From an optimization exercise on the open Yosys and OpenROAD flow, aimed at small area, a short achievable clock period and few clock cycles; shortcuts taken in it are not production practice. The RTL was checked by simulation tests, not by an equivalence proof against the original design. In every run shown here, the design's own scripts or RTL, not TritonCTS, make the clock network. The clock input has no modelled driver; a real chip could not lean on it and would need a root buffer or a full tree. Power is estimated from default activity; no workload was simulated.

**flow/standard.sh**
```bash
#!/bin/bash
# synth_recipe.tcl (not shown) runs the flow's synth.tcl, then flattens the netlist and writes it again
# the make line also repeats each setting of config.mk as NAME=value (left out here)
make -C /OpenROAD-flow-scripts/flow DESIGN_CONFIG=/design/flow/config.mk WORK_HOME=/design/flow/orfs CLKGATE_MAP_FILE= SYNTH_SCRIPT=/design/flow/synth_recipe.tcl "${@:-finish}"
```
**flow/flow/post_cts.tcl**
```tcl
# POST_CTS hook: downsize cells whose paths have slack to spare (keeping the
# setup target of the timing repair), then legalise the placement again.
estimate_parasitics -placement
repair_timing -recover_power 100 -setup_margin $::env(SETUP_SLACK_MARGIN) -verbose
detailed_placement
```
**flow/flow/run.sh**
```bash
#!/bin/bash
# Standard ORFS layout, except: small fast port buffers, a tighter setup repair
# target, and a hand-built one-level clock tree (flow/manual_cts.tcl) in place of TritonCTS.
set -euo pipefail
KNOBS=$(cat flow/knobs.txt)
eval bash standard.sh $KNOBS PRE_CTS_TCL=$PWD/flow/manual_cts.tcl POST_CTS_TCL=$PWD/flow/post_cts.tcl finish > standard_flow.log 2>&1
```
**flow/constraint.sdc**
```tcl
create_clock -name core_clock -period 10.0 [get_ports {clk}]
set_input_delay 2.0000 -clock core_clock [delete_from_list [all_inputs] [get_ports {clk}]]
set_output_delay 2.0000 -clock core_clock [all_outputs]
set_load 0.01 [all_outputs]
```
**flow/design.v**
```verilog
module LZ77_Encoder(clk,reset,chardata,valid,encode,finish,offset,match_len,char_nxt);
input               clk;
input               reset;
input       [7:0]   chardata;
output  reg         valid;
output              encode;
output  reg         finish;
output  reg [3:0]   offset;
output  reg [2:0]   match_len;
output      [7:0]   char_nxt;
reg  [7:0] hist [0:8];
reg  [8:0] hv;
reg        eq9l, eq9h;
reg        eq1;
reg  [8:0] dead;
reg  [2:0] k;
integer j;
assign encode   = 1'b1;
assign char_nxt = hist[1];
wire [8:0] eq;
genvar g;
generate
    for (g = 2; g <= 8; g = g + 1) begin : cmp
        assign eq[g-1] = hv[g] & (hist[0] == hist[g]);
    end
endgenerate
assign eq[0] = hv[1] & eq1;
assign eq[8] = eq9l & eq9h;
wire       live = hv[0];
wire [8:0] nm   = ~dead & eq;
wire       emit = (nm == 9'd0) | (k == 3'd7) | ~live;
wire       last = live & (hist[0] == 8'h24);
reg  [3:0] best;
always @(*) begin
    best = 4'd0;
    for (j = 0; j < 9; j = j + 1)
        if (!dead[j]) best = j;
end
wire [2:0] k_inc = {k[2] ^ (k[1] & k[0]), k[1] ^ k[0], ~k[0]};
always @(posedge clk) begin
    hist[0] <= chardata;
    for (j = 1; j <= 8; j = j + 1)
        hist[j] <= hist[j-1];
    eq1       <= (chardata == hist[0]);
    eq9l      <= hv[8] & (chardata[3:0] == hist[8][3:0]);
    eq9h      <= (chardata[7:4] == hist[8][7:4]);
    match_len <= k;
    offset    <= (k == 3'd0) ? 4'd0 : best;
    valid     <= ~reset & live & emit & ~finish;
    finish    <= ~reset & (finish | last);
end
reg  [8:0] hs;
always @(*) begin
    for (j = 0; j < 9; j = j + 1)
        hv[j] = (j % 2) ? ~hs[j] : hs[j];
end
always @(posedge clk) begin
    hs[0] <= ~reset;
    for (j = 1; j < 9; j = j + 1)
        if (j % 2) hs[j] <= ~(~reset & hs[j-1]);
        else       hs[j] <= ~(reset | hs[j-1]);
end
always @(posedge clk) begin
    if (emit) begin
        dead <= 9'd0;
        k    <= 3'd0;
    end else begin
        dead <= ~nm;
        k    <= k_inc;
    end
end
endmodule
```
**flow/flow/manual_cts.tcl**
```tcl
set nbuf $::env(MCTS_NBUF)
set bufm $::env(MCTS_BUF)
set block [ord::get_db_block]
set db [ord::get_db]
set master [$db findMaster $bufm]
set clknet [$block findNet clk]
set sinks [$clknet getITerms]
puts "manual_cts: [llength $sinks] clock sinks, $nbuf x $bufm"

set pts {}
foreach it $sinks {
  set bb [[$it getInst] getBBox]
  lappend pts [list [expr {([$bb xMin] + [$bb xMax]) / 2}] [expr {([$bb yMin] + [$bb yMax]) / 2}]]
}

proc mcts_cmp {axis a b} {
  global mcts_pts
  return [expr {[lindex $mcts_pts $a $axis] - [lindex $mcts_pts $b $axis]}]
}

proc mcts_bisect {ids parts} {
  global mcts_pts
  if {$parts == 1} { return [list $ids] }
  set xs [lsort -integer [lmap i $ids {lindex $mcts_pts $i 0}]]
  set ys [lsort -integer [lmap i $ids {lindex $mcts_pts $i 1}]]
  set axis [expr {([lindex $xs end] - [lindex $xs 0]) >= ([lindex $ys end] - [lindex $ys 0]) ? 0 : 1}]
  set sorted [lsort -command [list mcts_cmp $axis] $ids]
  set p1 [expr {$parts / 2}]
  set h [expr {([llength $sorted] * $p1 + $parts / 2) / $parts}]
  return [concat [mcts_bisect [lrange $sorted 0 [expr {$h - 1}]] $p1] \
                 [mcts_bisect [lrange $sorted $h end] [expr {$parts - $p1}]]]
}

set ::mcts_pts $pts
set ids {}
for {set i 0} {$i < [llength $pts]} {incr i} { lappend ids $i }
set groups [mcts_bisect $ids $nbuf]

set c 0
foreach grp $groups {
  set inst [odb::dbInst_create $block $master "mcts_buf_$c"]
  set net [odb::dbNet_create $block "mcts_clk_$c"]
  $net setSigType CLOCK
  [$inst findITerm A] connect $clknet
  [$inst findITerm X] connect $net
  set sx 0; set sy 0
  foreach i $grp {
    set it [lindex $sinks $i]
    $it disconnect
    $it connect $net
    incr sx [lindex $pts $i 0]; incr sy [lindex $pts $i 1]
  }
  set k [llength $grp]
  set x [expr {$sx / $k - [$master getWidth] / 2}]
  set y [expr {$sy / $k - [$master getHeight] / 2}]
  $inst setLocation $x $y
  $inst setPlacementStatus PLACED
  puts "manual_cts: buffer $c at ($x, $y) drives $k sinks"
  incr c
}
$clknet setSigType CLOCK

# TritonCTS is not run.
rename clock_tree_synthesis orig_clock_tree_synthesis
proc clock_tree_synthesis {args} { puts "manual_cts: TritonCTS skipped" }
```
**flow/config.mk**
```make
export PLATFORM = sky130hd
export DESIGN_NAME = LZ77_Encoder
export DESIGN_NICKNAME = LZ77_Encoder
export VERILOG_FILES = /design/flow/design.v
export SDC_FILE = /design/flow/constraint.sdc
export NUM_CORES = 8
export LEC_CHECK = 0
export CAP_MARGIN = 20
export CORE_MARGIN = 2
export CORE_UTILIZATION = 50
export PLACE_DENSITY = 0.6
export SLEW_MARGIN = 20
```
**flow/flow/knobs.txt**
```
BUFFER_PORTS_ARGS='-buffer_cell sky130_fd_sc_hd__buf_2' MATCH_CELL_FOOTPRINT=0 SETUP_SLACK_MARGIN=7.5 MCTS_NBUF=4 MCTS_BUF=sky130_fd_sc_hd__buf_12
```
==> qor.yml, run 1 <==
run_status:
  status: "complete, no violations"
yosys:
  syn_nets: 292
  synth_commonest_cells: "105 x dfxtp_1, 53 x xnor2_1, 16 x xor2_1"
  ys.flop_type: "dfxtp_1"
  yosysUniqueCellTypes: 33
  avgSynthCellArea_um2: 12.0
  yosysWarnings: 2
  synth_area_leaders: "dfxtp_1 63%, xnor2_1 14%, xor2_1 4.2%"
  yosysSeqAreaShare: 0.630
  synth_most_common_cell: "dfxtp_1"
  ys_ff_latch: 105
  synthCells: 279
  synth_top_area_cell: "dfxtp_1"
  async_flop_share: 0
  synth_area_um2: 3340
  synth.top_cell.area_share: 0.630
  synth-edff-count: 0
placed_design:
  globalplace.congestion: 0.813
  dp_hpwl_um: 4310
  dp_cells: 372
  port_buffers: 26
  placed_area_um2: 3490
setup_path:
  max_stage_delay_ns: 0.36
  critPathBufInv: 1
  setup.worst_path.start: "finish"
  path_cells: "buf_6"
  end_kind: "output pin"
  cp.depth: 1
  rr_worst_depth: 6
  worstPathMaxFanout: 3
  cp-endpoint: "finish"
  crit_arrival_ns: 0.59
  ff2ff_setup_slack_ns: 7.78
  crit_type: "flip-flop to output pin"
  cp_slowest_cell: "dfxtp_2"
  start_kind: "flip-flop"
  rr_endpoint: "dead[3]"
  critical_path_required_ns: 8.00
  reg2reg_from: "hist[0][5]"
  cp_top_family: "flip-flops"
routing:
  viasPerCell: 4.77
  vias: 1808
  firstDrtPassIters: 4
  first_iter_violations: 82
  routed_wl_um: 5770
  postRouteAntennaNets: 0
  drc_errors: 0
  wl_per_cell_um: 15.2
cells_and_area:
  layout-drive-gt1-share: 0.199
  nets: 317
  layout.cells.non_filler: 379
  design_area_um2: 3700
  area_growth_pct: 10.8
  n_fill_cell: 570
  n_antenna_cell: 0
  final-seq-area_um2: 2120
  multi_input_area_um2: 1130
clock_tree:
  clk-insertion-delay-late_ns: 0.14
  clk_pin_slew_ns: 0.10
timing:
  max_freq_mhz: 386
  rsz0062_at_grt: "yes"
  min_period_ns: 2.59
  setup_viol: 0
  finClkSkew_ns: 0.0113
  fin_tns_setup_ns: 0
  slew_viol_final: 0
  tightest_slew_ns: 0.540
  fin_crit_sh: 0.259
  slew_headroom: 0.640
  hold_violations: 0
pwr:
  leakagePower_uw: 0.00143
  irDropWorstVdd_mv: 0.163
  pwr_density_cell_nw_per_um2: 179
global_routing:
  grt_pass1_wl_um: 9330
  grt_max_degree: 28
  antenna_found_initial: 0
  grt_overflow: 0
  first_global_vias: 1776
  grt_use_total: 0.161
floorplanning:
  die_x_um: 85.7
  io-pin-count: 28
  dieArea_um2: 7340
  num_rows: 29
  coreArea_um2: 6390
  start_util: 0.523
  die-height_um: 85.7
run:
  max_cap_viol_count: 0
hold_path:
  hold_path_class: "flip-flop to flip-flop"
## layout make-up
type / instances / share of cell area
Sequential cell: 105 / 0.573
Multi-Input combinational cell: 153 / 0.306
Timing Repair Buffer: 29 / 0.0609
Tap cell: 77 / 0.0260
Buffer: 4 / 0.0217
Inverter: 11 / 0.0122
## routing by layer
layer / track usage / part of all wire / up-vias / wire length, µm
li1: - / - / 944 / -
met1: 0.250 / 0.52 / 835 / 2990
met2: 0.255 / 0.44 / 27 / 2540
met3: 0.0135 / 0.040 / 2 / 229
met4: 0.0130 / 0.0029 / 0 / 17
met5: 0 / 0 / - / 0
## placed cells by master, fill, tap and decap left out, types with 2 or more instances in the layout
master	instances
a41oi_1	2
o21ai_0	2
nor4_1	4
buf_2	7
nor3b_1	2
buf_6	12
nor2_2	6
buf_12	4
and2b_2	2
clkbuf_2	5
xor2_1	16
nand4_1	8
nand2_1	11
nand2b_1	3
nor3_1	2
inv_1	10
dfxtp_2	14
nand3_1	6
nand4b_1	2
nor3_2	3
or3_1	3
xnor2_1	52
clkbuf_4	2
a21oi_1	2
dfxtp_1	91
clkbuf_1	2
nor2_1	13
ha_1	3
## registers in the layout, summed over array words and instances, names as in the netlist
name	count
eq9l	1
hs	9
finish	1
eq9h	1
offset	4
dead	9
valid	1
eq1	1
k	3
hist	72
match_len	3
## stage by stage
| stage | hold slack (ns) | total power (µW) | util | setup WS, ns |
|---|---|---|---|---|
| after floorplan | 0.326 | 487 | - | 7.56 |
| after global placement | 0.329 | 501 | 0.547 | 7.35 |
| after detailed placement | 0.332 | 501 | 0.547 | 7.37 |
| after global routing | 0.365 | 686 | 0.579 | 7.38 |
| final | 0.365 | 660 | 0.579 | 7.41 |
## worst min path at each step
stage                     slack, ns         end  cells past startpoint       start
after floorplan                0.33  hist[1][0]                      0  hist[0][0]
after global placement         0.33  hist[2][7]                      0  hist[1][7]
after detailed placement       0.33  hist[2][6]                      0  hist[1][6]
after global routing           0.37  hist[6][0]                      0  hist[5][0]
final                          0.37  hist[6][0]                      0  hist[5][0]
## cells by family (layout without fill, tap and decap cells)
| kind of cell | count (synthesis) | after routing | synth area share |
|---|---|---|---|
| compound gates | 10 | 10 | 0.0218 |
| xor+xnor | 69 | 69 | 0.181 |
| fa+ha+maj | 3 | 3 | 0.0112 |
| buf+inv | 21 | 44 | 0.0334 |
| flops | 105 | 105 | 0.630 |
| other cells | 1 | 1 | 0.00112 |
| simple gates | 70 | 70 | 0.121 |
## power breakdown
part           internal (µW)  leakage (µW)  switching, µW
combinational           23.7      0.000512           17.5
clock                   65.2     0.0000376            101
sequential               435      0.000877           17.3
total                    524       0.00143            136
Testbench counts, summed over its fixed seeds: cycles 49,224.
==> run 2, diff against run 1 <==
==> flow/flow/knobs.txt (replaced) <==
BUFFER_PORTS_ARGS='-buffer_cell sky130_fd_sc_hd__buf_2' MATCH_CELL_FOOTPRINT=0 SETUP_SLACK_MARGIN=7.2 MCTS_NBUF=4 MCTS_BUF=sky130_fd_sc_hd__buf_12
==> run 2 against run 1 <==
  * Worst hold slack worse by 0.0082 ns
  * Global-route usage about the same
  * Design area decreased by 4.4%
  * Die area unchanged
  * Register-to-register slack got worse by 0.18 ns
  * Critical path type unchanged
  * Critical endpoint unchanged
  * Largest power group unchanged
==> qor.yml, run 2 <==
run_status:
  status: "complete, no violations"
timing:
  min_period_ns: 2.67  # +0.0805 ns
  hold_violations: 0  # unchanged
  slew_viol_final: 0  # unchanged
  max_freq_mhz: 374  # -3.0%
  fin_crit_sh: 0.267  # +0.00805
  slew_headroom: 0.617  # -0.0230
  tightest_slew_ns: 0.574  # +0.0344 ns
  rsz0062_at_grt: "no"
  fin_tns_setup_ns: 0  # unchanged
  setup_viol: 0  # unchanged
  finClkSkew_ns: 0.0120  # +0.000657 ns
setup_path:
  max_stage_delay_ns: 0.38  # +0.02 ns
  crit_type: "flip-flop to output pin"
  crit_arrival_ns: 0.67  # +0.08 ns
  end_kind: "output pin"
  cp_top_family: "flip-flops"
  worstPathMaxFanout: 3  # unchanged
  start_kind: "flip-flop"
  cp.depth: 1  # unchanged
  rr_worst_depth: 6  # unchanged
  critical_path_required_ns: 8.00  # about the same
  path_cells: "clkbuf_1"
  critPathBufInv: 1  # unchanged
  cp_slowest_cell: "dfxtp_1"
yosys:
  synth_top_area_cell: "dfxtp_1"
  ys.flop_type: "dfxtp_1"
  synthCells: 279  # unchanged
  synth_area_um2: 3340  # unchanged
  yosysUniqueCellTypes: 33  # unchanged
  synth_area_leaders: "dfxtp_1 63%, xnor2_1 14%, xor2_1 4.2%"
  synth_commonest_cells: "105 x dfxtp_1, 53 x xnor2_1, 16 x xor2_1"
  synth.top_cell.area_share: 0.630  # unchanged
  syn_nets: 292  # unchanged
  yosysWarnings: 2  # unchanged
  ys_ff_latch: 105  # unchanged
  async_flop_share: 0  # unchanged
  synth_most_common_cell: "dfxtp_1"
  synth-edff-count: 0  # unchanged
  yosysSeqAreaShare: 0.630  # unchanged
  avgSynthCellArea_um2: 12.0  # unchanged
hold_path:
  hold_path_class: "flip-flop to flip-flop"
  holdPathStages: 0  # unchanged
placed_design:
  dp_cells: 372  # unchanged
  port_buffers: 26  # unchanged
  dp_hpwl_um: 4310  # unchanged
  globalplace.congestion: 0.813  # unchanged
cells_and_area:
  n_antenna_cell: 0  # unchanged
  layout-drive-gt1-share: 0.0502  # -0.149
  layout_common_cells: "105 x dfxtp_1, 53 x xnor2_1, 26 x clkbuf_1"
  regMostFlops: "hist"
  n_fill_cell: 593  # +4.0%
  top_regs: "hist x72, dead x9, hs x9"
  layout.cells.non_filler: 376  # -0.79%
  area_growth_pct: 5.92
  final_common_cell: "dfxtp_1"
  nets: 314  # -0.95%
  largest_register_ffs: 72  # unchanged
pwr:
  pwr_density_cell_nw_per_um2: 186  # +4.0%
  irDropWorstVdd_mv: 0.164  # +0.55%
  leakagePower_uw: 0.00131  # -8.3%
global_routing:
  first_global_vias: 1767  # -0.51%
  grt_overflow: 0  # unchanged
  grt_use_total: 0.161  # +0.000440
  grt_pass1_wl_um: 9330  # unchanged
  grt_max_degree: 28  # unchanged
  antenna_found_initial: 0  # unchanged
routing:
  vias: 1795  # -0.72%
  drc_errors: 0  # unchanged
  routed_wl_um: 5720  # -0.90%
  first_iter_violations: 87  # +6.1%
  viasPerCell: 4.77  # about the same
  firstDrtPassIters: 4  # unchanged
  postRouteAntennaNets: 0  # unchanged
  wl_per_cell_um: 15.2  # -0.11%
run:
  max_cap_viol_count: 0  # unchanged
clock_tree:
  clk-insertion-delay-late_ns: 0.14  # about the same
  clk_pin_slew_ns: 0.10  # about the same
floorplanning:
  io-pin-count: 28  # unchanged
  die-height_um: 85.7  # unchanged
  num_rows: 29  # unchanged
  dieArea_um2: 7340  # unchanged
  die_x_um: 85.7  # unchanged
  coreArea_um2: 6390  # unchanged
  start_util: 0.523  # unchanged
-- run 2: cell counts after synthesis --
No cell type changed its count.
-- run 2: kinds of logic after synthesis --
logic type               Yosys count  synth area share
AND/OR/NAND/NOR                   70             0.121
buffers and inverters             21            0.0334
flip-flops                       105             0.630
other                              1           0.00112
AO/OA/AOI/OAI                     10            0.0218
XOR/XNOR                          69             0.181
adder cells (fa/ha/maj)            3            0.0112
-- run 2: metal layers --
layer	GRT usage	routed length (µm)	up-vias
li1	-	-	936
met1	0.252	3010	828
met2	0.254	2500	29
met3	0.0135	187	2
met4	0.0130	17	0
met5	0	0	-
-- run 2: cell type report --
type / count / area (µm²) / share of cell area
Timing Repair Buffer: 26 / 97.6 / 0.0276
Buffer: 4 / 80.1 / 0.0227
Tap cell: 77 / 96.3 / 0.0273
Inverter: 11 / 41.3 / 0.0117
Multi-Input combinational cell: 153 / 1120 / 0.316
Sequential cell: 105 / 2100 / 0.595
-- run 2: stage by stage --
stage                     total power (µW)  utilization  worst slack, ns  hold WS [ns]  instance area [µm²]
after global placement                 501        0.547             7.35         0.329                 3490
after global routing                   682        0.553             7.27         0.366                 3530
after detailed placement               501        0.547             7.37         0.332                 3490
final                                  656        0.553             7.33         0.357                 3530
after floorplan                        487            -             7.56         0.326                 3340
-- run 2: report_power, final --
part / leakage [µW] / internal [µW] / switching (µW)
logic: 0.000395 / 20.1 / 17.0
clock network: 0.0000376 / 65.2 / 102
registers: 0.000875 / 435 / 16.7
total: 0.00131 / 520 / 136
-- run 2: worst paths after layout --
kind | from | endpoint | slack (ns)
setup / recovery | finish | finish | 7.33
hold / removal | hist[1][7] | hist[2][7] | 0.36
setup reg to reg | hist[0][1] | dead[3] | 7.60
hold reg to reg | hist[1][7] | hist[2][7] | 0.36
==> run 3, diff against run 2 <==
==> flow/flow/knobs.txt (replaced) <==
BUFFER_PORTS_ARGS='-buffer_cell sky130_fd_sc_hd__buf_2' MATCH_CELL_FOOTPRINT=0 SETUP_SLACK_MARGIN=7.0 MCTS_NBUF=4 MCTS_BUF=sky130_fd_sc_hd__buf_12
==> run 3 against run 2 <==
  * Still clean on timing, DRC and antenna
  * Fmax is the same
  * Via count is the same
  * Area after synthesis is the same
  * Power is the same
  * Sequential share of layout area is the same
  * Combinational power is essentially flat
  * Critical path depth is the same
  * Synthesized cell count is the same
  * Flip-flop and latch count is the same
  * Die area is the same
  * Clock skew is the same
  * Largest power group unchanged
==> qor.yml, run 3 <==
floorplanning:
  coreArea_um2: 6390  # unchanged
  die-height_um: 85.7  # unchanged
  dieArea_um2: 7340  # unchanged
  die_x_um: 85.7  # unchanged
  start_util: 0.523  # unchanged
  io-pin-count: 28  # unchanged
  num_rows: 29  # unchanged
setup_path:
  start_kind: "flip-flop"
  cp_top_family: "flip-flops"
  path_cells: "clkbuf_1"
  end_kind: "output pin"
  max_stage_delay_ns: 0.38  # about the same
  cp.depth: 1  # unchanged
  critPathBufInv: 1  # unchanged
  critical_path_required_ns: 8.00  # about the same
  rr_worst_depth: 6  # unchanged
  crit_arrival_ns: 0.67  # about the same
  worstPathMaxFanout: 3  # unchanged
  cp_slowest_cell: "dfxtp_1"
  crit_type: "flip-flop to output pin"
routing:
  first_iter_violations: 87  # unchanged
  postRouteAntennaNets: 0  # unchanged
  viasPerCell: 4.77  # unchanged
  firstDrtPassIters: 4  # unchanged
  wl_per_cell_um: 15.2  # unchanged
  vias: 1795  # unchanged
  drc_errors: 0  # unchanged
  routed_wl_um: 5720  # unchanged
placed_design:
  place_worst_setup_slack_ns: 7.37  # unchanged
  port_buffers: 26  # unchanged
  dp_hpwl_um: 4310  # unchanged
  globalplace.congestion: 0.813  # unchanged
yosys:
  yosysWarnings: 2  # unchanged
  synth.top_cell.area_share: 0.630  # unchanged
  synth_most_common_cell: "dfxtp_1"
  syn_nets: 292  # unchanged
  synth_compound_area_frac: 0.0217  # unchanged
  synth_xor_area_frac: 0.181  # unchanged
  muxShareOfSynthArea: 0  # unchanged
  yosysSeqAreaShare: 0.630  # unchanged
  synth_area_leaders: "dfxtp_1 63%, xnor2_1 14%, xor2_1 4.2%"
  async_flop_share: 0  # unchanged
  synth_area_um2: 3340  # unchanged
  ys.flop_type: "dfxtp_1"
  ys_ff_latch: 105  # unchanged
  synthCells: 279  # unchanged
  synth-edff-count: 0  # unchanged
  synth_commonest_cells: "105 x dfxtp_1, 53 x xnor2_1, 16 x xor2_1"
  synth_top_family_by_area: "XOR/XNOR gates"
  synthAdderAreaFrac: 0.0112  # unchanged
  avgSynthCellArea_um2: 12.0  # unchanged
  synth_top_area_cell: "dfxtp_1"
  synth-simple-area-share: 0.121  # unchanged
  yosysUniqueCellTypes: 33  # unchanged
pwr:
  pwr_density_cell_nw_per_um2: 186  # unchanged
  switching_share: 0.207  # unchanged
  leakagePower_uw: 0.00131  # unchanged
  total_power_uw: 656  # unchanged
  combPwrFrac: 0.057  # about the same
  pwr-share-clk: 0.255  # about the same
  p_seq_frac: 0.689  # about the same
  irDropWorstVdd_mv: 0.164  # unchanged
  p_int_uw: 520  # unchanged
  p_sw_uw: 136  # unchanged
timing:
  tightest_slew_ns: 0.574  # unchanged
  min_period_ns: 2.67  # unchanged
  max_freq_mhz: 374  # unchanged
  slew_viol_final: 0  # unchanged
  finClkSkew_ns: 0.0120  # unchanged
  fin_tns_setup_ns: 0  # unchanged
  fin_crit_sh: 0.267  # unchanged
  slew_headroom: 0.617  # unchanged
  setup_viol: 0  # unchanged
  rsz0062_at_grt: "no"
  worst_slack_ns: 7.33  # unchanged
  hold_violations: 0  # unchanged
run:
  max_cap_viol_count: 0  # unchanged
global_routing:
  grt_use_total: 0.161  # unchanged
  grt_pass1_wl_um: 9330  # unchanged
  antenna_found_initial: 0  # unchanged
  grt_overflow: 0  # unchanged
  first_global_vias: 1767  # unchanged
  grt_max_degree: 28  # unchanged
cells_and_area:
  final_common_cell: "dfxtp_1"
  nets: 314  # unchanged
  layout-drive-gt1-share: 0.0502  # unchanged
  final_core_util: 0.553  # unchanged
  area_growth_pct: 5.92  # unchanged
  n_antenna_cell: 0  # unchanged
  top_regs: "hist x72, dead x9, hs x9"
  layout_common_cells: "105 x dfxtp_1, 53 x xnor2_1, 26 x clkbuf_1"
  regMostFlops: "hist"
  largest_register_ffs: 72  # unchanged
clock_tree:
  clk-insertion-delay-late_ns: 0.14  # about the same
  clk_pin_slew_ns: 0.10  # about the same
hold_path:
  hold_path_class: "flip-flop to flip-flop"
  holdPathStages: 0  # unchanged
run_status:
  status: "complete, no violations"
[run 3: cell type report]
| class | instances | area (µm²) |
|---|---|---|
| plain buffers | 4 | 80.1 |
| fillers | 593 | 2850 |
| inverters | 11 | 41.3 |
| multi-input cells | 153 | 1120 |
| flip-flops and latches | 105 | 2100 |
| well taps | 77 | 96.3 |
| repair buffers | 26 | 97.6 |
[run 3: final timing paths]
check | end | slack [ns] | startpoint
worst max register to register | dead[3] | 7.60 | hist[0][1]
worst max-delay path | finish | 7.33 | finish
worst min-delay path | hist[2][7] | 0.36 | hist[1][7]
worst min register to register | hist[2][7] | 0.36 | hist[1][7]
[run 3: cells by family (layout without fill, tap and decap cells)]
logic type	count (synthesis)	after routing
adders and majority gates	3	3
and+or+nand+nor	70	70
buffers and inverters	21	41
other	1	1
xor gates and xnor gates	69	69
DFF	105	105
AOI/OAI and AO/OA	10	10
[run 3: metal layers]
layer	track usage	vias to the layer above	wire length, µm
met5	0	-	0
met4	0.0130	0	17
met3	0.0135	2	187
met2	0.254	29	2500
met1	0.252	828	3010
li1	-	936	-
[run 3: power by group through the flow]
stage                     Sequential, µW  Combinational (µW)  Clock [µW]
final                                452                37.1         167
after global routing                 455                41.5         186
after detailed placement             462                38.8           0
after global placement               462                39.2           0
after floorplan                      454                33.5           0
[run 3: stage by stage]
stage	instances	area, µm²	hold WS [ns]
after floorplan	279	3340	0.326
after global placement	372	3490	0.329
after detailed placement	372	3490	0.332
after global routing	376	3530	0.366
final	376	3530	0.357
==> run 4, diff against run 3 <==
==> flow/flow/knobs.txt (replaced) <==
BUFFER_PORTS_ARGS='-buffer_cell sky130_fd_sc_hd__buf_2' MATCH_CELL_FOOTPRINT=0 SETUP_SLACK_MARGIN=7.27 MCTS_NBUF=4 MCTS_BUF=sky130_fd_sc_hd__buf_12
==> run 4 against run 3 <==
  * Utilization unchanged
  * Die area unchanged
  * Via count unchanged
  * Design area unchanged
  * Still clean
  * Sequential power about the same
  * Largest cell class unchanged
==> qor.yml, run 4 <==
timing:
  fin_tns_setup_ns: 0  # unchanged
  min_period_ns: 2.67  # unchanged
  max_freq_mhz: 374  # unchanged
  hold_violations: 0  # unchanged
  setup_viol: 0  # unchanged
  slew_headroom: 0.617  # unchanged
  fin_crit_sh: 0.267  # unchanged
  finClkSkew_ns: 0.0120  # unchanged
  tightest_slew_ns: 0.574  # unchanged
  rsz0062_at_grt: "no"
  slew_viol_final: 0  # unchanged
  worst_slack_ns: 7.33  # unchanged
global_routing:
  first_global_vias: 1767  # unchanged
  grt_pass1_wl_um: 9330  # unchanged
  antenna_found_initial: 0  # unchanged
  grt_use_total: 0.161  # unchanged
  grt_overflow: 0  # unchanged
  grt_max_degree: 28  # unchanged
floorplanning:
  coreArea_um2: 6390  # unchanged
  start_util: 0.523  # unchanged
  die-height_um: 85.7  # unchanged
  dieArea_um2: 7340  # unchanged
  io-pin-count: 28  # unchanged
  die_x_um: 85.7  # unchanged
  num_rows: 29  # unchanged
setup_path:
  end_kind: "output pin"
  cp_top_family: "flip-flops"
  path_cells: "clkbuf_1"
  crit_type: "flip-flop to output pin"
  critPathBufInv: 1  # unchanged
  cp_slowest_cell: "dfxtp_1"
  worstPathMaxFanout: 3  # unchanged
  start_kind: "flip-flop"
  setup.worst_path.start: "finish"
  critical_path_required_ns: 8.00  # about the same
  max_stage_delay_ns: 0.38  # about the same
  reg2reg_from: "hist[0][1]"
  crit_arrival_ns: 0.67  # about the same
pwr:
  leakagePower_uw: 0.00131  # unchanged
  total_power_uw: 656  # unchanged
  irDropWorstVdd_mv: 0.164  # unchanged
  pwr_density_cell_nw_per_um2: 186  # unchanged
yosys:
  synth-edff-count: 0  # unchanged
  ys.flop_type: "dfxtp_1"
  synth_most_common_cell: "dfxtp_1"
  yosysSeqAreaShare: 0.630  # unchanged
  synthCells: 279  # unchanged
  synth_area_um2: 3340  # unchanged
  ys_ff_latch: 105  # unchanged
  synth_commonest_cells: "105 x dfxtp_1, 53 x xnor2_1, 16 x xor2_1"
  synth.top_cell.area_share: 0.630  # unchanged
  yosysWarnings: 2  # unchanged
  syn_nets: 292  # unchanged
  synth_top_area_cell: "dfxtp_1"
  avgSynthCellArea_um2: 12.0  # unchanged
  synth_area_leaders: "dfxtp_1 63%, xnor2_1 14%, xor2_1 4.2%"
  yosysUniqueCellTypes: 33  # unchanged
  async_flop_share: 0  # unchanged
placed_design:
  dp_hpwl_um: 4310  # unchanged
  globalplace.congestion: 0.813  # unchanged
  dp_cells: 372  # unchanged
  place_worst_setup_slack_ns: 7.37  # unchanged
  port_buffers: 26  # unchanged
clock_tree:
  clk-insertion-delay-late_ns: 0.14  # about the same
  clk_pin_slew_ns: 0.10  # about the same
cells_and_area:
  area_growth_pct: 5.92  # unchanged
  top_regs: "hist x72, dead x9, hs x9"
  layout-drive-gt1-share: 0.0502  # unchanged
  regMostFlops: "hist"
  nets: 314  # unchanged
  n_antenna_cell: 0  # unchanged
  n_fill_cell: 593  # unchanged
  final_common_cell: "dfxtp_1"
  largest_register_ffs: 72  # unchanged
  final_core_util: 0.553  # unchanged
  layout.cells.non_filler: 376  # unchanged
  layout_common_cells: "105 x dfxtp_1, 53 x xnor2_1, 26 x clkbuf_1"
routing:
  routed_wl_um: 5720  # unchanged
  viasPerCell: 4.77  # unchanged
  postRouteAntennaNets: 0  # unchanged
  firstDrtPassIters: 4  # unchanged
  drc_errors: 0  # unchanged
  first_iter_violations: 87  # unchanged
  wl_per_cell_um: 15.2  # unchanged
  vias: 1795  # unchanged
hold_path:
  min-delay-start: "hist[1][7]"
  hold_path_class: "flip-flop to flip-flop"
run_status:
  status: "complete, no violations"
run:
  max_cap_viol_count: 0  # unchanged
-- run 4: path summary, 6_finish.rpt --
kind / end / slack, ns / cells past startpoint
worst max-delay path: finish / 7.33 / 1
worst min register to register: hist[2][7] / 0.36 / 0
worst max register to register: dead[3] / 7.60 / 6
worst min-delay path: hist[2][7] / 0.36 / 0
-- run 4: logic make-up after synthesis --
family	synth area share
xor+xnor	0.181
other cells	0.00112
simple gates	0.121
compound gates	0.0218
flops	0.630
fa+ha+maj	0.0112
buf+inv	0.0334
-- run 4: cell type report --
cell class,count,area [µm²],share of cell area
well taps,77,96.3,0.0273
plain buffers,4,80.1,0.0227
inverters,11,41.3,0.0117
multi-input cells,153,1120,0.316
flip-flops and latches,105,2100,0.595
repair buffers,26,97.6,0.0276
-- run 4: where the power goes --
group	switching [µW]	internal (µW)	total (µW)
clock	102	65.2	167
sequential	16.7	435	452
combinational	17.0	20.1	37.1
total	136	520	656
-- run 4: through the flow --
stage          area, µm²  hold WS [ns]
2_1_floorplan       3340         0.326
3_3_place_gp        3490         0.329
3_5_place_dp        3490         0.332
5_1_grt             3530         0.366
6_report            3530         0.357
-- run 4: per-layer routing --
metal | up-vias | part of all wire | GRT usage
met5 | - | 0 | 0
met4 | 0 | 0.0030 | 0.0130
met3 | 2 | 0.033 | 0.0135
met2 | 29 | 0.44 | 0.254
li1 | 936 | - | -
met1 | 828 | 0.53 | 0.252
==> run 5, diff against run 4 <==
--- a/flow/design.v
+++ b/flow/design.v
@@ -47,3 +47,3 @@
     match_len <= k;
-    offset    <= (k == 3'd0) ? 4'd0 : best;
+    offset    <= best & {4{|k}};
     valid     <= ~reset & live & emit & ~finish;
==> flow/flow/run.sh (replaced) <==
#!/bin/bash
# Standard ORFS layout (the standard.sh, standard synthesis), except:
#  - port buffers are sky130_fd_sc_hd__buf_2 and may be resized across footprints;
#  - a tighter setup repair target (SETUP_SLACK_MARGIN in knobs.txt);
#  - a hand-built one-level clock tree (flow/manual_cts.tcl) in place of TritonCTS;
#  - after CTS, cells with slack to spare are downsized (flow/post_cts.tcl).
# The whole make output goes to standard_flow.log; ORFS keeps each step's log
# under orfs/logs/.
set -euo pipefail
KNOBS=$(cat flow/knobs.txt)
eval bash standard.sh $KNOBS PRE_CTS_TCL=$PWD/flow/manual_cts.tcl POST_CTS_TCL=$PWD/flow/post_cts.tcl finish > standard_flow.log 2>&1
==> flow/flow/knobs.txt (replaced) <==
BUFFER_PORTS_ARGS='-buffer_cell sky130_fd_sc_hd__buf_2' MATCH_CELL_FOOTPRINT=0 SETUP_SLACK_MARGIN=7.35 MCTS_NBUF=4 MCTS_BUF=sky130_fd_sc_hd__buf_12
==> run 5 against run 4 <==
  * Largest cell class unchanged
  * Area after synthesis decreased by 0.79%
  * Final cell count decreased by 0.53%
  * Worst setup slack improved by 0.058 ns
  * Still clean
  * Combinational power about the same
  * Synthesized cell count decreased by 1.1%
  * Worst hold slack got worse by 0.0021 ns
==> qor.yml, run 5 <==
run_status:
  status: "complete, no violations"
yosys:
  synth_top_area_cell: "dfxtp_1"
  async_flop_share: 0  # unchanged
  avgSynthCellArea_um2: 12.0  # +0.29%
  yosysWarnings: 2  # unchanged
  synthCells: 276  # -1.1%
  yosysUniqueCellTypes: 30  # -9.1%
  synth-edff-count: 0  # unchanged
  synth_area_leaders: "dfxtp_1 63%, xnor2_1 14%, xor2_1 5.3%"
  ys.flop_type: "dfxtp_1"
  synth.top_cell.area_share: 0.635  # +0.00500
  synth_most_common_cell: "dfxtp_1"
  synth_commonest_cells: "105 x dfxtp_1, 52 x xnor2_1, 20 x xor2_1"
  yosysSeqAreaShare: 0.635  # +0.00500
  ys_ff_latch: 105  # unchanged
  synth_area_um2: 3310  # -0.79%
  syn_nets: 289  # -1.0%
run:
  max_cap_viol_count: 0  # unchanged
floorplanning:
  die_x_um: 85.4  # -0.38%
  num_rows: 29  # unchanged
  start_util: 0.518  # -0.00411
  dieArea_um2: 7290  # -0.76%
  die-height_um: 85.4  # -0.38%
  coreArea_um2: 6390  # unchanged
  io-pin-count: 28  # unchanged
hold_path:
  hold_path_class: "flip-flop to flip-flop"
  min-delay-start: "hist[1][6]"
  whs_endpoint: "hist[2][6]"
  holdPathStages: 0  # unchanged
placed_design:
  port_buffers: 26  # unchanged
  globalplace.congestion: 0.814  # +0.11%
  dp_cells: 369  # -0.81%
  dp_hpwl_um: 4290  # -0.51%
setup_path:
  crit_arrival_ns: 0.61  # -0.06 ns
  ff2ff_setup_slack_ns: 7.65  # +0.05 ns
  max_stage_delay_ns: 0.34  # -0.04 ns
  critPathBufInv: 1  # unchanged
  critical_path_required_ns: 8.00  # about the same
  start_kind: "flip-flop"
  crit_type: "flip-flop to output pin"
  cp_top_family: "flip-flops"
  worstPathMaxFanout: 2  # -1
  cp_slowest_cell: "dfxtp_1"
  reg2reg_from: "hist[0][2]"
  rr_worst_depth: 6  # unchanged
  rr_endpoint: "dead[4]"
  path_cells: "clkbuf_1"
  end_kind: "output pin"
cells_and_area:
  layout.cells.non_filler: 374  # -0.53%
  final_common_cell: "dfxtp_1"
  layout-drive-gt1-share: 0.0741  # +0.0239
  multi_input_area_um2: 1100  # -1.3%
  regMostFlops: "hist"
  nets: 312  # -0.64%
  final-seq-area_um2: 2100  # +0.12%
  layout_common_cells: "103 x dfxtp_1, 52 x xnor2_1, 20 x xor2_1"
  area_growth_pct: 6.54
  largest_register_ffs: 72  # unchanged
  n_fill_cell: 585  # -1.3%
  n_antenna_cell: 0  # unchanged
  top_regs: "hist x72, dead x9, hs x9"
timing:
  fin_tns_setup_ns: 0  # unchanged
  finClkSkew_ns: 0.00771  # -0.00427 ns
  tightest_slew_ns: 0.586  # +0.0117 ns
  slew_viol_final: 0  # unchanged
  fin_crit_sh: 0.261  # -0.00581
  min_period_ns: 2.61  # -0.0581 ns
  slew_headroom: 0.606  # -0.0103
  hold_violations: 0  # unchanged
  rsz0062_at_grt: "no"
  setup_viol: 0  # unchanged
  max_freq_mhz: 383  # +2.2%
global_routing:
  antenna_found_initial: 0  # unchanged
  grt_use_total: 0.163  # +0.00141
  grt_overflow: 0  # unchanged
  grt_max_degree: 28  # unchanged
  first_global_vias: 1751  # -0.91%
  grt_pass1_wl_um: 9320  # about the same
routing:
  routed_wl_um: 5710  # -0.19%
  postRouteAntennaNets: 0  # unchanged
  vias: 1771  # -1.3%
  viasPerCell: 4.74  # -0.81%
  wl_per_cell_um: 15.3  # +0.34%
  drc_errors: 0  # unchanged
  firstDrtPassIters: 4  # unchanged
  first_iter_violations: 59  # -32%
clock_tree:
  clk-insertion-delay-late_ns: 0.13  # about the same
  clk_pin_slew_ns: 0.10  # about the same
pwr:
  pwr_density_cell_nw_per_um2: 185  # -0.20%
  irDropWorstVdd_mv: 0.153  # -6.3%
  leakagePower_uw: 0.00132  # +1.0%
run 5: cell count changes after synthesis, sizes merged, moves of 2 or more:
cell    delta
nor3       +3
inv        -3
nand2b     -2
xor2       +4
nand3b     +2
run 5: metal layers:
layer / share of wire / track usage / up-vias / routed length [µm]
met5: 0 / 0 / - / 0
met4: 0.0091 / 0.0115 / 0 / 52
met3: 0.038 / 0.0136 / 3 / 215
met2: 0.45 / 0.267 / 28 / 2560
met1: 0.50 / 0.246 / 809 / 2880
li1: - / - / 931 / -
run 5: cell type report:
| class | count | share of cell area |
|---|---|---|
| Buffer | 4 | 0.0227 |
| Sequential cell | 105 | 0.597 |
| Timing Repair Buffer | 27 | 0.0323 |
| Multi-Input combinational cell | 153 | 0.313 |
| Inverter | 8 | 0.00851 |
| Tap cell | 77 | 0.0273 |
run 5: worst max-delay path by stage:
stage                 from     endpoint  slack (ns)  cells past startpoint
2_1_floorplan  chardata[5]         eq9h        7.56                      2
3_3_place_gp   chardata[2]         eq9l        7.37                      3
3_5_place_dp   chardata[2]         eq9l        7.36                      3
5_1_grt         hist[1][7]  char_nxt[7]        7.35                      1
6_report        hist[1][7]  char_nxt[7]        7.39                      1
run 5: per-stage QoR:
| step | power [µW] | hold WS (ns) | util | setup slack (ns) | area, µm² |
|---|---|---|---|---|---|
| floorplan | 487 | 0.326 | - | 7.56 | 3310 |
| global placement | 500 | 0.331 | 0.543 | 7.37 | 3470 |
| detailed placement | 500 | 0.332 | 0.543 | 7.36 | 3470 |
| global route | 678 | 0.365 | 0.552 | 7.35 | 3530 |
| finish | 653 | 0.355 | 0.552 | 7.39 | 3530 |
run 5: power breakdown:
group	leakage, µW	internal [µW]	switching [µW]	total, µW
clock	0.0000376	65.2	99.1	164
sequential	0.000875	435	17.2	452
combinational	0.000408	20.3	16.4	36.8
total	0.00132	521	133	653
run 5: cell families (layout without fill, tap and decap cells):
kind of cell	count (synthesis)	after routing	share of synthesized area
other cells	1	1	0.00113
buf+inv	18	39	0.0306
flops	105	105	0.635
simple gates	69	69	0.115
compound gates	8	8	0.0163
fa+ha+maj	3	3	0.0113
xor+xnor	72	72	0.190
Testbench counts of run 5, summed over its fixed seeds: cycles 49,224.
==> run 6, diff against run 5 <==
--- a/flow/config.mk
+++ b/flow/config.mk
@@ -9,4 +9,4 @@
 export CORE_MARGIN = 2
-export CORE_UTILIZATION = 50
-export PLACE_DENSITY = 0.6
+export CORE_UTILIZATION = 65
+export PLACE_DENSITY = 0.7
 export SLEW_MARGIN = 20
==> run 6 against run 5 <==
  * Via count grew 2.7%
  * Global-route usage grew 4.8 points
  * Synthesized cell count is the same
  * Register-to-register slack lost 0.12 ns
  * Worst hold slack gained 0.0016 ns
  * Flip-flop and latch count is the same
  * Critical path type unchanged
  * Design area shrank 0.21%
  * Sequential share of layout area grew 0.092 points
  * Still clean
  * Combinational power grew 3%
  * Clock power is essentially flat
  * First-iteration DRC count grew 56%
  * Worst setup slack lost 0.016 ns
==> qor.yml, run 6 <==
run_status:
  status: "complete, no violations"
pwr:
  pwr-share-clk: 0.249  # -0.002
  irDropWorstVdd_mv: 0.197  # +28%
  combPwrFrac: 0.058  # +0.002
  p_seq_frac: 0.693  # about the same
  leakagePower_uw: 0.00132  # +0.23%
  pwr_density_cell_nw_per_um2: 185  # about the same
  p_sw_uw: 131  # -1.0%
  p_int_uw: 521  # about the same
  switching_share: 0.201  # -0.00177
yosys:
  synth_area_leaders: "dfxtp_1 63%, xnor2_1 14%, xor2_1 5.3%"
  yosysUniqueCellTypes: 30  # unchanged
  ys.flop_type: "dfxtp_1"
  yosysWarnings: 2  # unchanged
  synth_area_um2: 3310  # unchanged
  async_flop_share: 0  # unchanged
  avgSynthCellArea_um2: 12.0  # unchanged
  syn_nets: 289  # unchanged
  synth.top_cell.area_share: 0.635  # unchanged
  yosysSeqAreaShare: 0.635  # unchanged
  synth-edff-count: 0  # unchanged
  synth_top_area_cell: "dfxtp_1"
  synth_most_common_cell: "dfxtp_1"
  synth_commonest_cells: "105 x dfxtp_1, 52 x xnor2_1, 20 x xor2_1"
  synthCells: 276  # unchanged
  ys_ff_latch: 105  # unchanged
timing:
  hold_violations: 0  # unchanged
  fin_tns_setup_ns: 0  # unchanged
  rsz0062_at_grt: "yes"
  slew_headroom: 0.601  # -0.00483
  finClkSkew_ns: 0.00583  # -0.00188 ns
  fin_crit_sh: 0.263  # +0.00163
  min_period_ns: 2.63  # +0.0163 ns
  setup_viol: 0  # unchanged
  max_freq_mhz: 380  # -0.62%
  tightest_slew_ns: 0.597  # +0.0109 ns
  slew_viol_final: 0  # unchanged
hold_path:
  holdPathStages: 0  # unchanged
  min-delay-start: "hist[1][0]"
  hold_path_class: "flip-flop to flip-flop"
  whs_endpoint: "hist[2][0]"
routing:
  postRouteAntennaNets: 0  # unchanged
  routed_wl_um: 5540  # -3.0%
  vias: 1818  # +2.7%
  drc_errors: 0  # unchanged
  first_iter_violations: 92  # +56%
  viasPerCell: 5.01  # +5.8%
  firstDrtPassIters: 6  # +2
  wl_per_cell_um: 15.3  # about the same
clock_tree:
  clk-insertion-delay-late_ns: 0.13  # about the same
  clk_pin_slew_ns: 0.10  # about the same
setup_path:
  path_cells: "clkbuf_2"
  start_kind: "flip-flop"
  rr_endpoint: "dead[4]"
  reg2reg_from: "hist[0][2]"
  end_kind: "output pin"
  ff2ff_setup_slack_ns: 7.53  # -0.12 ns
  crit_arrival_ns: 0.63  # +0.02 ns
  worstPathMaxFanout: 3  # +1
  crit_type: "flip-flop to output pin"
  max_stage_delay_ns: 0.36  # +0.02 ns
  rr_worst_depth: 6  # unchanged
  cp_slowest_cell: "dfxtp_2"
  critical_path_required_ns: 8.00  # about the same
  cp_top_family: "flip-flops"
  critPathBufInv: 1  # unchanged
floorplanning:
  die-height_um: 75.4  # -12%
  start_util: 0.687  # +0.169
  coreArea_um2: 4820  # -25%
  io-pin-count: 28  # unchanged
  dieArea_um2: 5680  # -22%
  num_rows: 25  # -14%
  die_x_um: 75.4  # -12%
cells_and_area:
  layout-drive-gt1-share: 0.0709  # -0.00313
  final-seq-area_um2: 2100  # about the same
  area_growth_pct: 6.31
  layout_common_cells: "104 x dfxtp_1, 50 x xnor2_1, 20 x xor2_1, 20 x clkbuf_1, 13 x nor2_1"
  regMostFlops: "hist"
  n_fill_cell: 368  # -37%
  largest_register_ffs: 72  # unchanged
  layout.cells.non_filler: 363  # -2.9%
  multi_input_area_um2: 1120  # +1.4%
  n_antenna_cell: 0  # unchanged
  nets: 311  # -0.32%
  final_common_cell: "dfxtp_1"
  top_regs: "hist x72, dead x9, hs x9"
global_routing:
  grt_overflow: 0  # unchanged
  antenna_found_initial: 0  # unchanged
  first_global_vias: 1806  # +3.1%
  grt_max_degree: 28  # unchanged
  grt_pass1_wl_um: 8980  # -3.6%
  grt_use_total: 0.211  # +0.0482
placed_design:
  dp_hpwl_um: 4150  # -3.2%
  globalplace.congestion: 0.898  # +10%
  port_buffers: 26  # unchanged
  dp_cells: 359  # -2.7%
run:
  max_cap_viol_count: 0  # unchanged
run 6: worst reg2reg max path, delay by kind of cell (launching register included):
family	cells	cell delay, ns
AND/OR/NAND/NOR	4	1.20
flip-flops	1	0.67
AO/OA/AOI/OAI	1	0.44
XOR/XNOR	1	0.12
run 6: power by group through the flow:
stage	Clock (µW)	Combinational [µW]	Sequential, µW
finish	162	37.8	452
global route	178	41.7	455
detailed placement	0	38.2	462
global placement	0	37.9	461
floorplan	0	33.3	454
run 6: kinds of logic after synthesis:
logic type | after synthesis | synth area share
other cells | 1 | 0.00113
buf+inv | 18 | 0.0306
flops | 105 | 0.635
xor+xnor | 72 | 0.190
simple gates | 69 | 0.115
compound gates | 8 | 0.0163
fa+ha+maj | 3 | 0.0113
run 6: cell type report:
type                       instances  area share
buffer                             4      0.0228
inverter                           8     0.00853
multi-input combinational        153       0.317
sequential                       105       0.598
tap                               67      0.0238
timing repair buffer              26      0.0299
run 6: per-stage QoR:
stage	instance area (µm²)	hold slack, ns	total power, µW	worst slack [ns]	util
6_report	3520	0.356	652	7.37	0.731
2_1_floorplan	3310	0.326	487	7.56	-
5_1_grt	3520	0.363	675	7.35	0.731
3_5_place_dp	3450	0.334	500	7.33	0.717
3_3_place_gp	3450	0.327	499	7.37	0.717
run 6: worst max path at each step:
stage          cells after the start         from  endpoint
2_1_floorplan                      2  chardata[5]      eq9h
3_3_place_gp                       3  chardata[5]      eq9h
3_5_place_dp                       4  chardata[5]       eq1
5_1_grt                            1       finish    finish
6_report                           1       finish    finish
run 6: routing by layer:
layer | global-route usage | wire [µm]
met5 | 0 | 0
met2 | 0.361 | 2590
met1 | 0.310 | 2640
met4 | 0.0136 | 48
met3 | 0.0159 | 258
==> run 7, diff against run 6 <==
--- a/flow/design.v
+++ b/flow/design.v
@@ -51,12 +51,17 @@
 end
-reg  [8:0] hs;
+reg  [3:0] c;
 always @(*) begin
-    for (j = 0; j < 9; j = j + 1)
-        hv[j] = (j % 2) ? ~hs[j] : hs[j];
+    hv[0] = c[3] | c[2] | c[1] | c[0];
+    hv[1] = c[3] | c[2] | c[1];
+    hv[2] = c[3] | c[2] | (c[1] & c[0]);
+    hv[3] = c[3] | c[2];
+    hv[4] = c[3] | (c[2] & (c[1] | c[0]));
+    hv[5] = c[3] | (c[2] & c[1]);
+    hv[6] = c[3] | (c[2] & c[1] & c[0]);
+    hv[7] = c[3];
+    hv[8] = c[3] & c[0];
 end
+wire [3:0] c_inc = {c[3] | (c[2] & c[1] & c[0]), c[2] ^ (c[1] & c[0]), c[1] ^ c[0], ~c[0] | c[3]};
 always @(posedge clk) begin
-    hs[0] <= ~reset;
-    for (j = 1; j < 9; j = j + 1)
-        if (j % 2) hs[j] <= ~(~reset & hs[j-1]);
-        else       hs[j] <= ~(reset | hs[j-1]);
+    c <= reset ? 4'd0 : c_inc;
 end
--- a/flow/config.mk
+++ b/flow/config.mk
@@ -9,4 +9,4 @@
 export CORE_MARGIN = 2
-export CORE_UTILIZATION = 65
-export PLACE_DENSITY = 0.7
+export CORE_UTILIZATION = 50
+export PLACE_DENSITY = 0.6
 export SLEW_MARGIN = 20
==> run 7 against run 6 <==
  * Routed wire length up 7.4%
  * Largest power group unchanged
  * Design area down 0.82%
  * Still clean
  * Sequential share of layout area down 2.4 points
  * Final cell count up 3.0%
  * Utilization down 18 points
  * Sequential power down 4%
  * Fmax down 1.4%
  * Power down 2.3%
  * Clock skew up 0.0031 ns
  * Synthesized cell count up 1.1%
  * Critical path depth up 3
  * Combinational power up 15%
==> qor.yml, run 7 <==
pwr:
  switching_share: 0.209  # +0.00795
  pwr-share-clk: 0.250  # about the same
  p_sw_uw: 133  # +1.6%
  p_seq_frac: 0.682  # -0.011
  combPwrFrac: 0.068  # +0.010
  pwr_density_cell_nw_per_um2: 183  # -1.4%
  leakagePower_uw: 0.00129  # -2.8%
  irDropWorstVdd_mv: 0.164  # -16%
  p_int_uw: 504  # -3.2%
  total_power_uw: 638  # -2.3%
yosys:
  async_flop_share: 0  # unchanged
  yosysWarnings: 2  # unchanged
  synth_commonest_cells: "100 x dfxtp_1, 57 x xnor2_1, 16 x xor2_1"
  syn_nets: 294  # +1.7%
  synth_area_um2: 3270  # -1.4%
  synth_most_common_cell: "dfxtp_1"
  synth_area_leaders: "dfxtp_1 61%, xnor2_1 15%, xor2_1 4.3%"
  synthAdderAreaFrac: 0.0192  # +0.00782
  synth.top_cell.area_share: 0.613  # -0.0219
  synth_top_area_cell: "dfxtp_1"
  ys_ff_latch: 100  # -4.8%
  ys.flop_type: "dfxtp_1"
  yosysUniqueCellTypes: 28  # -6.7%
  synth_compound_area_frac: 0.0330  # +0.0167
  synth_top_family_by_area: "XOR/XNOR gates"
  avgSynthCellArea_um2: 11.7  # -2.4%
  muxShareOfSynthArea: 0  # unchanged
  yosysSeqAreaShare: 0.613  # -0.0219
  synth-edff-count: 0  # unchanged
  synthCells: 279  # +1.1%
  synth-simple-area-share: 0.100  # -0.0149
  synth_xor_area_frac: 0.196  # +0.00531
timing:
  fin_tns_setup_ns: 0  # unchanged
  max_freq_mhz: 375  # -1.4%
  finClkSkew_ns: 0.00889  # +0.00306 ns
  fin_crit_sh: 0.267  # +0.00374
  setup_viol: 0  # unchanged
  rsz0062_at_grt: "yes"
  slew_viol_final: 0  # unchanged
  hold_violations: 0  # unchanged
  min_period_ns: 2.67  # +0.0374 ns
  tightest_slew_ns: 0.665  # +0.0686 ns
  slew_headroom: 0.552  # -0.0492
placed_design:
  globalplace.congestion: 0.889  # -0.95%
  dp_hpwl_um: 4540  # +9.2%
  port_buffers: 26  # unchanged
clock_tree:
  clk_pin_slew_ns: 0.10  # about the same
  clk-insertion-delay-late_ns: 0.13  # about the same
cells_and_area:
  n_fill_cell: 583  # +58%
  final_common_cell: "dfxtp_1"
  largest_register_ffs: 72  # unchanged
  layout_common_cells: "99 x dfxtp_1, 54 x xnor2_1, 23 x clkbuf_1"
  final-seq-area_um2: 2000  # -4.8%
  area_growth_pct: 6.90
  n_antenna_cell: 0  # unchanged
  nets: 314  # +0.96%
  top_regs: "hist x72, dead x9"
  layout-drive-gt1-share: 0.0606  # -0.0103
  multi_input_area_um2: 1160  # +4.3%
  regMostFlops: "hist"
floorplanning:
  die-height_um: 84.8  # +13%
  io-pin-count: 28  # unchanged
  dieArea_um2: 7190  # +27%
  start_util: 0.514  # -0.173
  num_rows: 29  # +16%
  die_x_um: 84.8  # +13%
  coreArea_um2: 6350  # +32%
global_routing:
  grt_pass1_wl_um: 9740  # +8.4%
  antenna_found_initial: 0  # unchanged
  grt_max_degree: 26  # -7.1%
  grt_use_total: 0.169  # -0.0421
  first_global_vias: 1900  # +5.2%
  grt_overflow: 0  # unchanged
setup_path:
  start_kind: "input port"
  rr_worst_depth: 5  # -1
  ff2ff_setup_slack_ns: 7.57  # +0.04 ns
  crit_arrival_ns: 2.73  # +2.10 ns
  critical_path_required_ns: 10.07  # +2.07 ns
  crit_type: "input port to flip-flop"
  reg2reg_from: "hist[0][2]"
  worstPathMaxFanout: 3  # unchanged
  setup.worst_path.start: "chardata[3]"
  rr_endpoint: "valid"
  end_kind: "flip-flop"
  cp-endpoint: "eq1"
routing:
  postRouteAntennaNets: 0  # unchanged
  first_iter_violations: 64  # -30%
  vias: 1858  # +2.2%
  viasPerCell: 4.97  # -0.81%
  drc_errors: 0  # unchanged
  wl_per_cell_um: 15.9  # +4.3%
  routed_wl_um: 5950  # +7.4%
  firstDrtPassIters: 4  # -2
hold_path:
  hold_path_class: "flip-flop to flip-flop"
run:
  max_cap_viol_count: 0  # unchanged
run_status:
  status: "complete, no violations"
[run 7: metrics by stage]
stage	instances	hold WS (ns)	cell area (µm²)	worst slack [ns]	util
2_1_floorplan	279	0.326	3270	7.56	-
3_3_place_gp	370	0.329	3410	7.36	0.538
3_5_place_dp	370	0.335	3410	7.32	0.538
5_1_grt	374	0.357	3490	7.32	0.550
6_report	374	0.352	3490	7.33	0.550
[run 7: per-layer routing]
layer	global-route usage	vias up	part of all wire	wire length (µm)
li1	-	948	-	-
met1	0.238	875	0.48	2830
met2	0.296	30	0.49	2890
met3	0.0136	5	0.029	172
met4	0.0173	0	0.0099	59
met5	0	-	0	0
[run 7: kinds of logic (layout without fill, tap and decap cells)]
logic type / Yosys count / in the layout
other: 1 / 1
adders and majority gates: 5 / 5
DFF: 100 / 100
AOI/OAI and AO/OA: 17 / 17
buffers and inverters: 24 / 42
xor gates and xnor gates: 73 / 73
and+or+nand+nor: 59 / 59
[run 7: how the worst min path moves through the flow]
stage	startpoint	endpoint	slack [ns]	cells past startpoint
2_1_floorplan	hist[0][0]	hist[1][0]	0.33	0
3_3_place_gp	hist[1][6]	hist[2][6]	0.33	0
3_5_place_dp	hist[1][3]	hist[2][3]	0.34	0
5_1_grt	hist[1][3]	hist[2][3]	0.36	0
6_report	hist[1][3]	hist[2][3]	0.35	0
[run 7: cell type report]
class                           count  share of cell area
Multi-Input combinational cell    155               0.334
Buffer                              4              0.0229
Sequential cell                   100               0.574
Timing Repair Buffer               26              0.0290
Tap cell                           77              0.0276
Inverter                           12              0.0129
[run 7: worst max-delay path, stage by stage]
cell	delay [ns]
clkbuf_1	0.24
xnor2_2	0.16
nand4_1	0.17
nor2_1	0.16
[run 7: power by group through the flow]
stage | Sequential (µW) | Clock [µW] | Combinational (µW)
6_report | 435 | 159 | 43.6
3_5_place_dp | 444 | 0 | 44.2
5_1_grt | 437 | 177 | 48.1
3_3_place_gp | 443 | 0 | 44.5
2_1_floorplan | 435 | 0 | 37.4
Testbench counts of run 7, summed over its fixed seeds: cycles 49,224.
==> run 8, diff against run 7 <==
==> flow/flow/knobs.txt (replaced) <==
BUFFER_PORTS_ARGS='-buffer_cell sky130_fd_sc_hd__buf_2' MATCH_CELL_FOOTPRINT=0 SETUP_SLACK_MARGIN=7.35 MCTS_NBUF=4 MCTS_BUF=sky130_fd_sc_hd__buf_12 RECOVER_MARGIN=7.42
==> flow/flow/post_cts.tcl (replaced) <==
# POST_CTS hook: downsize cells whose paths have slack to spare (keeping the
# setup target of the timing repair), then legalise the placement again.
estimate_parasitics -placement
repair_timing -recover_power 100 -setup_margin $::env(RECOVER_MARGIN) -verbose
detailed_placement
==> run 8 against run 7 <==
  * Worst setup slack unchanged
  * Critical path depth unchanged
  * Global-route usage unchanged
  * Routed wire length unchanged
  * Utilization did not move
  * Area after synthesis unchanged
  * Critical path type unchanged
  * Flip-flop and latch count unchanged
  * Power stayed put
  * Sequential power hardly changed
  * Via count unchanged
  * Critical endpoint unchanged
  * Highest routed layer unchanged
  * Clock power about the same
==> qor.yml, run 8 <==
run_status:
  status: "complete, no violations"
hold_path:
  hold_path_class: "flip-flop to flip-flop"
routing:
  routed_wl_um: 5950  # unchanged
  postRouteAntennaNets: 0  # unchanged
  firstDrtPassIters: 4  # unchanged
  viasPerCell: 4.97  # unchanged
  first_iter_violations: 64  # unchanged
  wl_per_cell_um: 15.9  # unchanged
  drc_errors: 0  # unchanged
  vias: 1858  # unchanged
cells_and_area:
  layout-drive-gt1-share: 0.0606  # unchanged
  area_growth_pct: 6.90  # unchanged
  top_regs: "hist x72, dead x9"
  largest_register_ffs: 72  # unchanged
  n_antenna_cell: 0  # unchanged
  final_common_cell: "dfxtp_1"
  layout_common_cells: "99 x dfxtp_1, 54 x xnor2_1, 23 x clkbuf_1"
  nets: 314  # unchanged
  n_fill_cell: 583  # unchanged
  layout.cells.non_filler: 374  # unchanged
  regMostFlops: "hist"
timing:
  fin_crit_sh: 0.267  # unchanged
  slew_viol_final: 0  # unchanged
  fin_tns_setup_ns: 0  # unchanged
  max_freq_mhz: 375  # unchanged
  timing.hold.ws_ns: 0.352  # unchanged
  tightest_slew_ns: 0.665  # unchanged
  setup_viol: 0  # unchanged
  min_period_ns: 2.67  # unchanged
  hold_violations: 0  # unchanged
  rsz0062_at_grt: "yes"
  slew_headroom: 0.552  # unchanged
  finClkSkew_ns: 0.00889  # unchanged
yosys:
  avgSynthCellArea_um2: 11.7  # unchanged
  synth_area_leaders: "dfxtp_1 61%, xnor2_1 15%, xor2_1 4.3%"
  async_flop_share: 0  # unchanged
  yosysUniqueCellTypes: 28  # unchanged
  yosysWarnings: 2  # unchanged
  synth-edff-count: 0  # unchanged
  ys_ff_latch: 100  # unchanged
  synth.top_cell.area_share: 0.613  # unchanged
  synth_area_um2: 3270  # unchanged
  yosysSeqAreaShare: 0.613  # unchanged
  ys.flop_type: "dfxtp_1"
  syn_nets: 294  # unchanged
  synth_commonest_cells: "100 x dfxtp_1, 57 x xnor2_1, 16 x xor2_1"
  synth_top_area_cell: "dfxtp_1"
  synth_most_common_cell: "dfxtp_1"
  synthCells: 279  # unchanged
pwr:
  total_power_uw: 638  # unchanged
  irDropWorstVdd_mv: 0.164  # unchanged
  leakagePower_uw: 0.00129  # unchanged
  pwr_density_cell_nw_per_um2: 183  # unchanged
placed_design:
  port_buffers: 26  # unchanged
  dp_cells: 370  # unchanged
  dp_hpwl_um: 4540  # unchanged
  globalplace.congestion: 0.889  # unchanged
clock_tree:
  clk_pin_slew_ns: 0.10  # about the same
  clk-insertion-delay-late_ns: 0.13  # about the same
setup_path:
  crit_type: "input port to flip-flop"
  cp_slowest_cell: "clkbuf_1"
  critPathBufInv: 1  # unchanged
  path_cells: "clkbuf_1 -> xnor2_2 -> nand4_1 -> nor2_1"
  worstPathMaxFanout: 3  # unchanged
  crit_arrival_ns: 2.73  # about the same
  end_kind: "flip-flop"
  cp_top_family: "simple AND/OR/NAND/NOR gates"
  start_kind: "input port"
  max_stage_delay_ns: 0.24  # about the same
  critical_path_required_ns: 10.07  # about the same
floorplanning:
  io-pin-count: 28  # unchanged
  start_util: 0.514  # unchanged
  die_x_um: 84.8  # unchanged
  dieArea_um2: 7190  # unchanged
  die-height_um: 84.8  # unchanged
  coreArea_um2: 6350  # unchanged
  num_rows: 29  # unchanged
global_routing:
  grt_max_degree: 26  # unchanged
  grt_use_total: 0.169  # unchanged
  antenna_found_initial: 0  # unchanged
  grt_pass1_wl_um: 9740  # unchanged
  first_global_vias: 1900  # unchanged
  grt_overflow: 0  # unchanged
run:
  max_cap_viol_count: 0  # unchanged
## run 8: cell counts after synthesis
Identical to the previous run, type by type.
## run 8: report_power, final
group / internal (µW) / total [µW] / switching, µW / leakage (µW)
Sequential: 416 / 435 / 18.9 / 0.000835
Clock: 65.1 / 159 / 94.3 / 0.0000376
Combinational: 23.3 / 43.6 / 20.3 / 0.000414
## run 8: logic make-up (layout without fill, tap and decap cells)
family | count (synthesis) | after routing | synth area share
other | 1 | 1 | 0.00115
adder cells (fa/ha/maj) | 5 | 5 | 0.0192
XOR/XNOR | 73 | 73 | 0.196
buffers and inverters | 24 | 42 | 0.0375
AO/OA/AOI/OAI | 17 | 17 | 0.0330
flip-flops | 100 | 100 | 0.613
AND/OR/NAND/NOR | 59 | 59 | 0.100
## run 8: layout make-up
cell class / count / area, µm² / area share
buffer: 4 / 80.1 / 0.0229
inverter: 12 / 45.0 / 0.0129
tap: 77 / 96.3 / 0.0276
multi-input combinational: 155 / 1160 / 0.334
timing repair buffer: 26 / 101 / 0.0290
sequential: 100 / 2000 / 0.574
## run 8: per-stage QoR
step	setup WS, ns	util	instance area, µm²
floorplan	7.56	-	3270
global placement	7.36	0.538	3410
detailed placement	7.32	0.538	3410
global route	7.32	0.550	3490
finish	7.33	0.550	3490
## run 8: final timing paths
path,end,slack (ns),cells past startpoint,startpoint
worst max-delay path,eq1,7.33,4,chardata[3]
worst min-delay path,hist[2][3],0.35,0,hist[1][3]
worst max register to register,valid,7.57,5,hist[0][2]
worst min register to register,hist[2][3],0.35,0,hist[1][3]
## run 8: per-layer routing
metal,wire [µm],GRT usage,vias to the layer above
li1,-,-,948
met1,2830,0.238,875
met2,2890,0.296,30
met3,172,0.0136,5
met4,59,0.0173,0
met5,0,0,-
## run 8: worst reg2reg max path, cell delays in order (launching register included)
cell and delay, ns:
dfxtp_1 0.65, xor2_1 0.17, nor4_1 0.62, a31oi_1 0.18, a311o_2 0.48, nor4b_1 0.20

[static timing again, ports no longer ideal]
How much do the figures lean on ideal ports? The routed layouts below were timed once more, with nothing changed but the port constraints.
Step 1: set_driving_cell puts a clkbuf_16 on clk and a buf_2 on each other input, an assumption about the parent block.
Step 2 adds t to the input delays and takes it off the output delays; t is the mean of the earliest and latest rising clock arrival at the registers after step 1. Input paths then give back, and output paths get back, about the clock's delay inside the block.
Slacks: ideal ports / drivers / drivers and shift; pairs: ideal ports / drivers.
run | shift t [ns] | setup slack, ns | latest minus earliest clock arrival (ns)
run 1 | 0.213 | 7.409 / 7.328 / 7.367 | 0.011 / 0.011
run 2 | 0.213 | 7.328 / 7.247 / 7.281 | 0.012 / 0.012
run 3 | 0.213 | 7.328 / 7.247 / 7.281 | 0.012 / 0.012
run 4 | 0.213 | 7.328 / 7.247 / 7.281 | 0.012 / 0.012
run 5 | 0.208 | 7.386 / 7.306 / 7.278 | 0.008 / 0.007
run 6 | 0.210 | 7.370 / 7.288 / 7.273 | 0.009 / 0.008
run 7 | 0.211 | 7.332 / 7.286 / 7.178 | 0.009 / 0.010
run 8 | 0.211 | 7.332 / 7.286 / 7.178 | 0.009 / 0.010
After both steps setup and hold are still met in every run listed.
